Source: an optimization exercise on an open RTL-to-GDS flow (aim: small area). Production flows keep margins and buffers that such runs may drop. The RTL was checked by simulation tests, not by an equivalence proof against the original design. Power figures rest on the tool's default switching activity, not on a simulated workload.

Design tt_um_ieeeuoftasic_simproc, start of the top module:
module tt_um_ieeeuoftasic_simproc (
    input  wire [7:0] ui_in,     
    output wire [7:0] uo_out,    
    input  wire [7:0] uio_in,    
    output wire [7:0] uio_out,   
    output wire [7:0] uio_oe,    
    input  wire       ena,       
    input  wire       clk,       
    input  wire       rst_n      
);
Size: ~1600 cells after synthesis, about 620 flip-flops, roughly 43 I/O pins, ~25000 um2 of cells after synthesis.
clock: 20.0 ns
lec_check: 0
cap_margin: 20
core_margin: 2
core_utilization: 65
cts_buf_list: sky130_fd_sc_hd__clkbuf_8
cts_cluster_diameter: 50
cts_cluster_size: 16
slew_margin: 20
synth_hierarchical: 1
standard.sh (not shown) runs the stock make flow with config.mk's settings and CLKGATE_MAP_FILE= SYNTH_SCRIPT=/design/flow/synth_recipe.tcl, a recipe that flattens the netlist after the stock synthesis.
==> flow/flow/run.sh <==
#!/bin/bash
set -euo pipefail
work=$(pwd)
here=$(cd "$(dirname "${BASH_SOURCE[0]}")" && pwd)

# The standard flow's synthesis script with the ABC mapping script swapped
{
  echo 'proc abc {args} {'
  echo '  set i [lsearch -exact $args -script]'
  echo '  if {$i >= 0} { lset args [expr {$i + 1}] $::env(AREA_ABC_SCRIPT) }'
  echo '  yosys abc {*}$args'
  echo '}'
  cat "$work/synth_recipe.tcl"
} > "$work/synth_area.tcl"

cts="-sink_clustering_enable -repair_clock_nets -sink_clustering_size 16"
cts="$cts -sink_clustering_max_diameter 50 -buf_list sky130_fd_sc_hd__clkbuf_8"
cts="$cts -dont_use_dummy_load"

bash "$work/standard.sh" \
  "SYNTH_SCRIPT=$work/synth_area.tcl" \
  "AREA_ABC_SCRIPT=$here/abc_area.script" \
  "CTS_ARGS=$cts" \
  finish > "$work/standard.log" 2>&1
==> flow/flow/abc_area.script <==
strash
&get -n
&fraig -x
&put
scorr
dc2
strash
&get -n
&dch -f
&nf -R 1000 -p
&put
Rerun with:
--- a/flow/flow/run.sh
+++ b/flow/flow/run.sh
@@ -23,2 +23,4 @@
   "CTS_ARGS=$cts" \
+  "BUFFER_PORTS_ARGS=-buffer_cell sky130_fd_sc_hd__buf_1" \
+  "RECOVER_POWER=100" \
   finish > "$work/standard.log" 2>&1
What happened: Now the flow completed and failed the layout checks on max-capacitance violations, max-slew violations. Final area falls by 0.61%. Wire length rises by 1.1%. Power hardly moves. Die area stays the same. Sequential power barely changes. Sequential share of layout area rises by 0.43 points. Fmax rises by 0.50%. Global-route usage stays flat. Area after synthesis is unchanged.
Rerun with:
--- a/flow/flow/run.sh
+++ b/flow/flow/run.sh
@@ -15,4 +15,4 @@
 
-cts="-sink_clustering_enable -repair_clock_nets -sink_clustering_size 16"
-cts="$cts -sink_clustering_max_diameter 50 -buf_list sky130_fd_sc_hd__clkbuf_8"
+cts="-sink_clustering_enable -repair_clock_nets -sink_clustering_size 18"
+cts="$cts -sink_clustering_max_diameter 70 -buf_list sky130_fd_sc_hd__clkbuf_8"
 cts="$cts -dont_use_dummy_load"
@@ -24,3 +24,2 @@
   "BUFFER_PORTS_ARGS=-buffer_cell sky130_fd_sc_hd__buf_1" \
-  "RECOVER_POWER=100" \
   finish > "$work/standard.log" 2>&1
PLACE_DENSITY = 0.85   (was not set)
This time the run produced a clean layout.
Non-clock buffer count went down by 1.
Hold slack gets better by 8.0 ps.
Synthesized area is unchanged.
Global-route usage went down by 0.97 points.
Synthesized cell count is unchanged.
Count of clock-buffer cells in the layout went down by 10.
Setup slack gets better by 57 ps.
Sequential cell count is unchanged.
Rerun with:
--- a/flow/flow/run.sh
+++ b/flow/flow/run.sh
@@ -15,4 +15,4 @@
 
-cts="-sink_clustering_enable -repair_clock_nets -sink_clustering_size 18"
-cts="$cts -sink_clustering_max_diameter 70 -buf_list sky130_fd_sc_hd__clkbuf_8"
+cts="-sink_clustering_enable -repair_clock_nets -sink_clustering_size 16"
+cts="$cts -sink_clustering_max_diameter 80 -buf_list sky130_fd_sc_hd__clkbuf_8"
 cts="$cts -dont_use_dummy_load"
PLACE_DENSITY = not set   (was 0.85)
After rerunning:
- global-route usage grows by 0.85 points
- worst setup slack loses 76 ps
- synthesized cell count stays the same
- area after synthesis is unchanged
- via count shrinks by 1.5%

separate check: timing with driven ports:
Ports are ideal in the flow. The routed layouts listed here were re-timed in OpenROAD.
Step 1 assumes that a clkbuf_16 drives the clock port and a buf_2 every other input.
Step 2 adds t to the input delays and takes it off the output delays; t is the mean of the earliest and latest rising clock arrival at the registers after step 1. Input paths then give back, and output paths get back, about the clock's delay inside the block.
Three values: no drivers, after step 1, after step 2; two values: the first two.
run	t (ns)	setup WS [ns]	hold WS [ns]	clock arrival spread, ns
the first run	0.669	12.727 / 12.727 / 12.727	0.333 / 0.333 / 0.333	0.109 / 0.109
the second run	0.708	12.763 / 12.763 / 12.763	0.330 / 0.330 / 0.330	0.079 / 0.079
the third run	0.687	12.820 / 12.820 / 12.820	0.338 / 0.338 / 0.338	0.065 / 0.066
the fourth run	0.688	12.745 / 12.745 / 12.745	0.334 / 0.334 / 0.334	0.042 / 0.042
